Background: an optimization exercise with open tools, aiming at small area and a short achievable clock period. Do not read the settings as production practice.
Only simulation tests tie the RTL to the original design; equivalence was not proved.

==> run a: inputs <==
// mips
module mips (
	input clk,
	input rst_n,
	output [3:0] LEDR,
	output [31:0] imem_addr,
	input [31:0] imem_rdata,
	output dmem_we,
	output [6:0] dmem_addr,
	output [31:0] dmem_wdata,
	input [31:0] dmem_rdata,
	input [31:0] ioport_in,
	output [31:0] ioport_out,
	output [31:0] ioport_oe
);
==> module div, before the edit <==
module div (input logic [31:0] a, b, output logic [31:0] q, r);
	wire sa = a[31];
	wire sb = b[31];
	wire bz = ~|b;
	wire [31:0] n = sa ? -a : a;
	wire [31:0] d = sb ? -b : b;
	wire s4 = ~|d[31:16];
	wire [31:0] d4 = s4 ? {d[15:0], 16'b0} : d;
	wire [63:0] n4 = s4 ? {16'b0, n, 16'b0} : {32'b0, n};
	wire s3 = ~|d4[31:24];
	wire [31:0] d3 = s3 ? {d4[23:0], 8'b0} : d4;
	wire [63:0] n3 = s3 ? {n4[55:0], 8'b0} : n4;
	wire s2 = ~|d3[31:28];
	wire [31:0] d2 = s2 ? {d3[27:0], 4'b0} : d3;
	wire [63:0] n2 = s2 ? {n3[59:0], 4'b0} : n3;
	wire s1 = ~|d2[31:30];
	wire [31:0] d1 = s1 ? {d2[29:0], 2'b0} : d2;
	wire [63:0] n1 = s1 ? {n2[61:0], 2'b0} : n2;
	wire s0 = ~d1[31];
	wire [31:0] dn = {1'b1, s0 ? d1[29:0] : d1[30:1], s0 ? 1'b0 : d1[0]};
	wire [63:0] nn = s0 ? {n1[62:0], 1'b0} : n1;
	wire [4:0] s = {s4, s3, s2, s1, s0};
	logic [33:0] S [0:32];
	logic [33:0] C [0:32];
	logic [32:0] pos, ng;               
	logic [31:0] qp, qn;
	assign S[0] = {2'b00, nn[63:32]};
	assign C[0] = 34'b0;
	assign pos[0] = 1'b1;               
	assign ng[0] = 1'b0;
	wire [4:0] zp = {2'b11, 1'b0, ~dn[30:29]};    
	wire [4:0] zn = {2'b00, 1'b1, dn[30:29]};     
	genvar j;
	generate
		for (j = 0; j < 32; j = j + 1) begin : step
			wire [3:0] est = S[j][33:30] + C[j][33:30];
			wire pos_s = ~est[3];
			wire ng_s = est[3] & ~&est[2:0];
			wire [33:0] x = {S[j][32:0], nn[31-j]};
			wire [33:0] y = {C[j][32:0], pos_s};
			wire [33:0] zf = pos[j] ? {2'b11, ~dn} : ng[j] ? {2'b00, dn} : 34'b0;
			wire [33:0] zs = pos_s ? {2'b11, ~dn} : ng_s ? {2'b00, dn} : 34'b0;
			wire [33:0] z = {zf[33:27], zs[26:0]};
			assign S[j+1] = x ^ y ^ z;
			wire [33:0] cy = (x & y) | (x & z) | (y & z);
			assign C[j+1] = {cy[32:0], 1'b0};
			assign qp[31-j] = (j == 31) ? pos[j] : pos_s;
			assign qn[31-j] = (j == 31) ? ng[j] : ng_s;
			wire [4:0] xt = S[j][32:28];
			wire [4:0] yt = C[j][32:28];
			wire p_p, n_p, p_n, n_n, p_z, n_z;
			srt_sel sel_p(xt, yt, zp, p_p, n_p);
			srt_sel sel_n(xt, yt, zn, p_n, n_n);
			srt_sel sel_z(xt, yt, 5'b0, p_z, n_z);
			assign pos[j+1] = pos[j] ? p_p : ng[j] ? p_n : p_z;
			assign ng[j+1]  = pos[j] ? n_p : ng[j] ? n_n : n_z;
		end
	endgenerate
	wire [33:0] sf = S[32];
	wire [33:0] cf = C[32];
	wire [33:0] a0 = sf + cf;                           
	wire neg = a0[33];
	wire [33:0] a1 = sf + cf + {2'b00, dn};             
	wire [33:0] na0 = ~sf + ~cf + 34'd2;                
	wire [33:0] na1 = ~sf + ~cf + {2'b11, ~dn} + 34'd3;  
	wire [33:0] rs = sa ? (neg ? na1 : na0) : (neg ? a1 : a0);
	wire [33:0] rsh = $signed(rs) >>> s;
	wire qs = sa ^ sb;
	wire [31:0] qx = qs ? qn : qp;
	wire [31:0] qy = qs ? qp : qn;
	wire [31:0] h0 = qx + ~qy + 32'd1;
	wire [31:0] h1 = qx + ~qy + {30'b0, qs, 1'b0};
	assign q = bz ? 32'hffffffff : neg ? h1 : h0;
	assign r = bz ? a : rsh[31:0];
endmodule
==> module regfile, before the edit <==
module regfile (
	input  wire clk,
	input  wire we,
	input  wire arstn,
	input  wire [4:0] ra, rb, waddr,
	input  wire [31:0] wdata,
	output wire [31:0] rd1, rd2, r31);
	reg [31:1] valid;
	wire [31:0] regs [0:31];
	assign regs[0] = 32'h0;
	always_ff @(posedge clk or negedge arstn) begin
		if (!arstn) valid <= '0;
		else if (we && waddr != 5'd0) valid[waddr] <= 1'b1;
	end
	genvar k;
	generate
		for (k = 1; k < 32; k = k + 1) begin : r
			reg [31:0] q;
			always_ff @(posedge clk) begin
				if (we && waddr == k) q <= wdata;
			end
			assign regs[k] = q;
		end
	endgenerate
	wire [31:0] v = {valid, 1'b0};
	assign rd1 = regs[ra] & {32{v[ra]}};
	assign rd2 = regs[rb] & {32{v[rb]}};
	assign r31 = regs[31] & {32{valid[31]}};
endmodule
==> flow/config.mk <==
export PLATFORM = sky130hd
export DESIGN_NAME = mips
export DESIGN_NICKNAME = mips
export VERILOG_FILES = /design/flow/design.v
export SDC_FILE = /design/flow/constraint.sdc
export NUM_CORES = 4
export LEC_CHECK = 0
export CAP_MARGIN = 20
export CORE_MARGIN = 2
export CORE_UTILIZATION = 40
export PLACE_DENSITY = 0.5
export SLEW_MARGIN = 20
==> flow/constraint.sdc <==
create_clock -name core_clock -period 150.0 [get_ports {clk}]
set_input_delay 30.0000 -clock core_clock [delete_from_list [all_inputs] [get_ports {clk}]]
set_output_delay 30.0000 -clock core_clock [all_outputs]
set_load 0.01 [all_outputs]
run.sh (not shown) runs the stock make flow with config.mk's settings and CLKGATE_MAP_FILE= SYNTH_SCRIPT=/design/flow/synth_recipe.tcl, a recipe that flattens the netlist after the stock synthesis.
==> run b (differences from run a) <==
--- a/flow/design.v
+++ b/flow/design.v
@@ -7,18 +7,35 @@
 	wire [31:0] d = sb ? -b : b;
-	wire s4 = ~|d[31:16];
-	wire [31:0] d4 = s4 ? {d[15:0], 16'b0} : d;
-	wire [63:0] n4 = s4 ? {16'b0, n, 16'b0} : {32'b0, n};
-	wire s3 = ~|d4[31:24];
-	wire [31:0] d3 = s3 ? {d4[23:0], 8'b0} : d4;
-	wire [63:0] n3 = s3 ? {n4[55:0], 8'b0} : n4;
-	wire s2 = ~|d3[31:28];
-	wire [31:0] d2 = s2 ? {d3[27:0], 4'b0} : d3;
-	wire [63:0] n2 = s2 ? {n3[59:0], 4'b0} : n3;
-	wire s1 = ~|d2[31:30];
-	wire [31:0] d1 = s1 ? {d2[29:0], 2'b0} : d2;
-	wire [63:0] n1 = s1 ? {n2[61:0], 2'b0} : n2;
-	wire s0 = ~d1[31];
-	wire [31:0] dn = {1'b1, s0 ? d1[29:0] : d1[30:1], s0 ? 1'b0 : d1[0]};
-	wire [63:0] nn = s0 ? {n1[62:0], 1'b0} : n1;
-	wire [4:0] s = {s4, s3, s2, s1, s0};
+	wire [31:0] d1 = b ^ {32{sb}};
+	wire [7:0] nz;                        
+	wire [15:0] nlz;                      
+	genvar g;
+	generate
+		for (g = 0; g < 8; g = g + 1) begin : nib
+			wire [3:0] v = d1[4*g+3:4*g];
+			assign nz[g] = |v;
+			assign nlz[2*g+1:2*g] = v[3] ? 2'd0 : v[2] ? 2'd1 : v[1] ? 2'd2 : 2'd3;
+		end
+	endgenerate
+	reg [2:0] nsel;                       
+	always_comb begin
+		casez (nz)
+			8'b1???????: nsel = 3'd0;
+			8'b01??????: nsel = 3'd1;
+			8'b001?????: nsel = 3'd2;
+			8'b0001????: nsel = 3'd3;
+			8'b00001???: nsel = 3'd4;
+			8'b000001??: nsel = 3'd5;
+			8'b0000001?: nsel = 3'd6;
+			default:     nsel = 3'd7;
+		endcase
+	end
+	wire [2:0] nidx = 3'd7 - nsel;
+	wire [1:0] lzn = nlz[2*nidx +: 2];
+	wire [4:0] s1 = {nsel, lzn};          
+	wire pow = sb & (d1 == (32'hffffffff >> s1)) & (|d1);
+	wire [4:0] s = s1 - {4'b0, pow};
+	wire [31:0] dsh = d << s1;            
+	wire [31:0] dn = pow ? 32'h80000000 : {1'b1, dsh[30:0]};
+	wire [63:0] nn1 = {32'b0, n} << s1;
+	wire [63:0] nn = pow ? {1'b0, nn1[63:1]} : nn1;
 	logic [33:0] S [0:32];
@@ -127,4 +144,16 @@
 	wire [31:0] v = {valid, 1'b0};
-	assign rd1 = regs[ra] & {32{v[ra]}};
-	assign rd2 = regs[rb] & {32{v[rb]}};
+	wire [31:0] sa = (32'h1 << ra) & v;
+	wire [31:0] sb = (32'h1 << rb) & v;
+	reg [31:0] o1, o2;
+	integer i;
+	always_comb begin
+		o1 = 32'h0;
+		o2 = 32'h0;
+		for (i = 1; i < 32; i = i + 1) begin
+			o1 = o1 | (regs[i] & {32{sa[i]}});
+			o2 = o2 | (regs[i] & {32{sb[i]}});
+		end
+	end
+	assign rd1 = o1;
+	assign rd2 = o2;
 	assign r31 = regs[31] & {32{valid[31]}};
Settings changed: CORE_UTILIZATION 40 to 50, PLACE_DENSITY 0.5 to 0.62.
==> run c (differences from run a) <==
--- a/flow/design.v
+++ b/flow/design.v
@@ -7,18 +7,31 @@
 	wire [31:0] d = sb ? -b : b;
-	wire s4 = ~|d[31:16];
-	wire [31:0] d4 = s4 ? {d[15:0], 16'b0} : d;
-	wire [63:0] n4 = s4 ? {16'b0, n, 16'b0} : {32'b0, n};
-	wire s3 = ~|d4[31:24];
-	wire [31:0] d3 = s3 ? {d4[23:0], 8'b0} : d4;
-	wire [63:0] n3 = s3 ? {n4[55:0], 8'b0} : n4;
-	wire s2 = ~|d3[31:28];
-	wire [31:0] d2 = s2 ? {d3[27:0], 4'b0} : d3;
-	wire [63:0] n2 = s2 ? {n3[59:0], 4'b0} : n3;
-	wire s1 = ~|d2[31:30];
-	wire [31:0] d1 = s1 ? {d2[29:0], 2'b0} : d2;
-	wire [63:0] n1 = s1 ? {n2[61:0], 2'b0} : n2;
-	wire s0 = ~d1[31];
-	wire [31:0] dn = {1'b1, s0 ? d1[29:0] : d1[30:1], s0 ? 1'b0 : d1[0]};
-	wire [63:0] nn = s0 ? {n1[62:0], 1'b0} : n1;
-	wire [4:0] s = {s4, s3, s2, s1, s0};
+	wire [7:0] nz;                        
+	wire [15:0] nlz;                      
+	genvar g;
+	generate
+		for (g = 0; g < 8; g = g + 1) begin : nib
+			wire [3:0] v = d[4*g+3:4*g];
+			assign nz[g] = |v;
+			assign nlz[2*g+1:2*g] = v[3] ? 2'd0 : v[2] ? 2'd1 : v[1] ? 2'd2 : 2'd3;
+		end
+	endgenerate
+	reg [2:0] nsel;                       
+	always_comb begin
+		casez (nz)
+			8'b1???????: nsel = 3'd0;
+			8'b01??????: nsel = 3'd1;
+			8'b001?????: nsel = 3'd2;
+			8'b0001????: nsel = 3'd3;
+			8'b00001???: nsel = 3'd4;
+			8'b000001??: nsel = 3'd5;
+			8'b0000001?: nsel = 3'd6;
+			default:     nsel = 3'd7;
+		endcase
+	end
+	wire [2:0] nidx = 3'd7 - nsel;
+	wire [1:0] lzn = nlz[2*nidx +: 2];
+	wire [4:0] s = {nsel, lzn};
+	wire [31:0] dsh = d << s;
+	wire [31:0] dn = {1'b1, dsh[30:0]};
+	wire [63:0] nn = {32'b0, n} << s;
 	logic [33:0] S [0:32];
@@ -71,5 +84,12 @@
 	wire [31:0] qy = qs ? qp : qn;
-	wire [31:0] h0 = qx + ~qy + 32'd1;
-	wire [31:0] h1 = qx + ~qy + {30'b0, qs, 1'b0};
-	assign q = bz ? 32'hffffffff : neg ? h1 : h0;
+	wire [23:0] u0 = qx[31:8] + ~qy[31:8];
+	wire [23:0] u1 = qx[31:8] + ~qy[31:8] + 24'd1;
+	wire [23:0] u2 = qx[31:8] + ~qy[31:8] + 24'd2;
+	wire [9:0] l0 = {2'b0, qx[7:0]} + {2'b0, ~qy[7:0]};
+	wire [9:0] l1 = {2'b0, qx[7:0]} + {2'b0, ~qy[7:0]} + 10'd1;
+	wire [9:0] l2 = {2'b0, qx[7:0]} + {2'b0, ~qy[7:0]} + 10'd2;
+	wire [31:0] q0 = {l0[8] ? u1 : u0, l0[7:0]};
+	wire [31:0] q1 = {l1[8] ? u1 : u0, l1[7:0]};
+	wire [31:0] q2 = {l2[9] ? u2 : l2[8] ? u1 : u0, l2[7:0]};
+	assign q = bz ? 32'hffffffff : neg ? (qs ? q2 : q0) : q1;
 	assign r = bz ? a : rsh[31:0];
@@ -127,4 +147,16 @@
 	wire [31:0] v = {valid, 1'b0};
-	assign rd1 = regs[ra] & {32{v[ra]}};
-	assign rd2 = regs[rb] & {32{v[rb]}};
+	wire [31:0] sa = (32'h1 << ra) & v;
+	wire [31:0] sb = (32'h1 << rb) & v;
+	reg [31:0] o1, o2;
+	integer i;
+	always_comb begin
+		o1 = 32'h0;
+		o2 = 32'h0;
+		for (i = 1; i < 32; i = i + 1) begin
+			o1 = o1 | (regs[i] & {32{sa[i]}});
+			o2 = o2 | (regs[i] & {32{sb[i]}});
+		end
+	end
+	assign rd1 = o1;
+	assign rd2 = o2;
 	assign r31 = regs[31] & {32{valid[31]}};
Settings changed: CORE_UTILIZATION 40 to 50, PLACE_DENSITY 0.5 to 0.62.
==> run summary <==
Proportion of cell area occupied by multi-input gates: run a 65.1%; run b 65.3%; run c 65.2%
Skew-Pair Late Insertion Delay: run a 910 ps; run b 890 ps; run c 810 ps
Post-Route M1 WL: run a 340000 um; run b 283000 um; run c 285000 um
Post-Place Worst Slack: run a 35020 ps; run b 41590 ps; run c 39440 ps
Detail Route met3 WL: run a 101000 um; run b 110000 um; run c 113000 um
Design Area, Final: run a 0.190 mm^2; run b 0.187 mm^2; run c 0.184 mm^2
Mean Syn Cell Area: run a 9.68 um^2; run b 9.59 um^2; run c 9.35 um^2
Share of cell area taken by flip-flops and latches: run a 21.7%; run b 21.9%; run c 22.3%
Top-area cell type share of the netlist area: run a 19.1%; run b 19.1%; run c 19.0%
Pin count of the biggest net entering global routing: run a 105; run b 76; run c 109
Slowest-stage cell, CP: run a clkdlybuf4s50_1; run b or4_2; run c or4_1
Clock buffer count from CTS: run a 152; run b 145; run c 120
Outcome: run a no timing/DRC/antenna violations; run b no timing/DRC/antenna violations; run c no timing/DRC/antenna violations
Std-Cell Core Area: run a 0.431 mm^2; run b 0.345 mm^2; run c 0.340 mm^2
Number of global-route vias before repair: run a 148915; run b 151239; run c 150513
Worst path depth: run a 309; run b 281; run c 293
Cell type with the highest occurrence count on the critical path: run a a21oi_1; run b inv_1; run c a21oi_1
Clk_buf instances: run a 176; run b 175; run c 136
Depth of the worst register-to-register path: run a 304; run b 280; run c 292
Final nets: run a 20454; run b 20522; run c 20657
Buffer levels on the longest clock path: run a 4; run b 3; run c 3
Critical path launch point: run a imem_rdata[19]; run b imem_rdata[17]; run c imem_rdata[20]
Count of inserted tapcells: run a 5710; run b 4578; run c 4536
Netlist cell types: run a 136; run b 142; run c 144
Worst EP required: run a 150570 ps; run b 150460 ps; run c 150440 ps

afterwards: timing with drivers on the ports:
How much do the figures lean on ideal ports? The routed layouts below were timed once more, with nothing changed but the port constraints. Step 1: set_driving_cell puts a clkbuf_16 on clk and a buf_2 on each other input, an assumption about the parent block. Step 2 times the ports against the registers' clock, not the clock port: input delays grow and output delays shrink by t, the midpoint of the rising clock arrivals with the driver on. Slacks: no drivers / after step 1 / after step 2; pairs: no drivers / after step 1.
| run | t, ns | setup slack, ns | latest minus earliest clock arrival (ns) | worst data-port slew with drivers (ns) |
|---|---|---|---|---|
| run a | 0.936 | 34.050 / 34.013 / 33.077 | 0.118 / 0.118 | 0.26 |
| run b | 0.922 | 41.043 / 41.100 / 40.178 | 0.086 / 0.087 | 0.36 |
| run c | 0.854 | 38.407 / 38.299 / 37.445 | 0.087 / 0.086 | 0.36 |
After both steps setup and hold are still met in every run listed. For run a, which loses most, drivers alone change the setup slack by -0.037 ns; drivers and shift together by -0.973 ns.
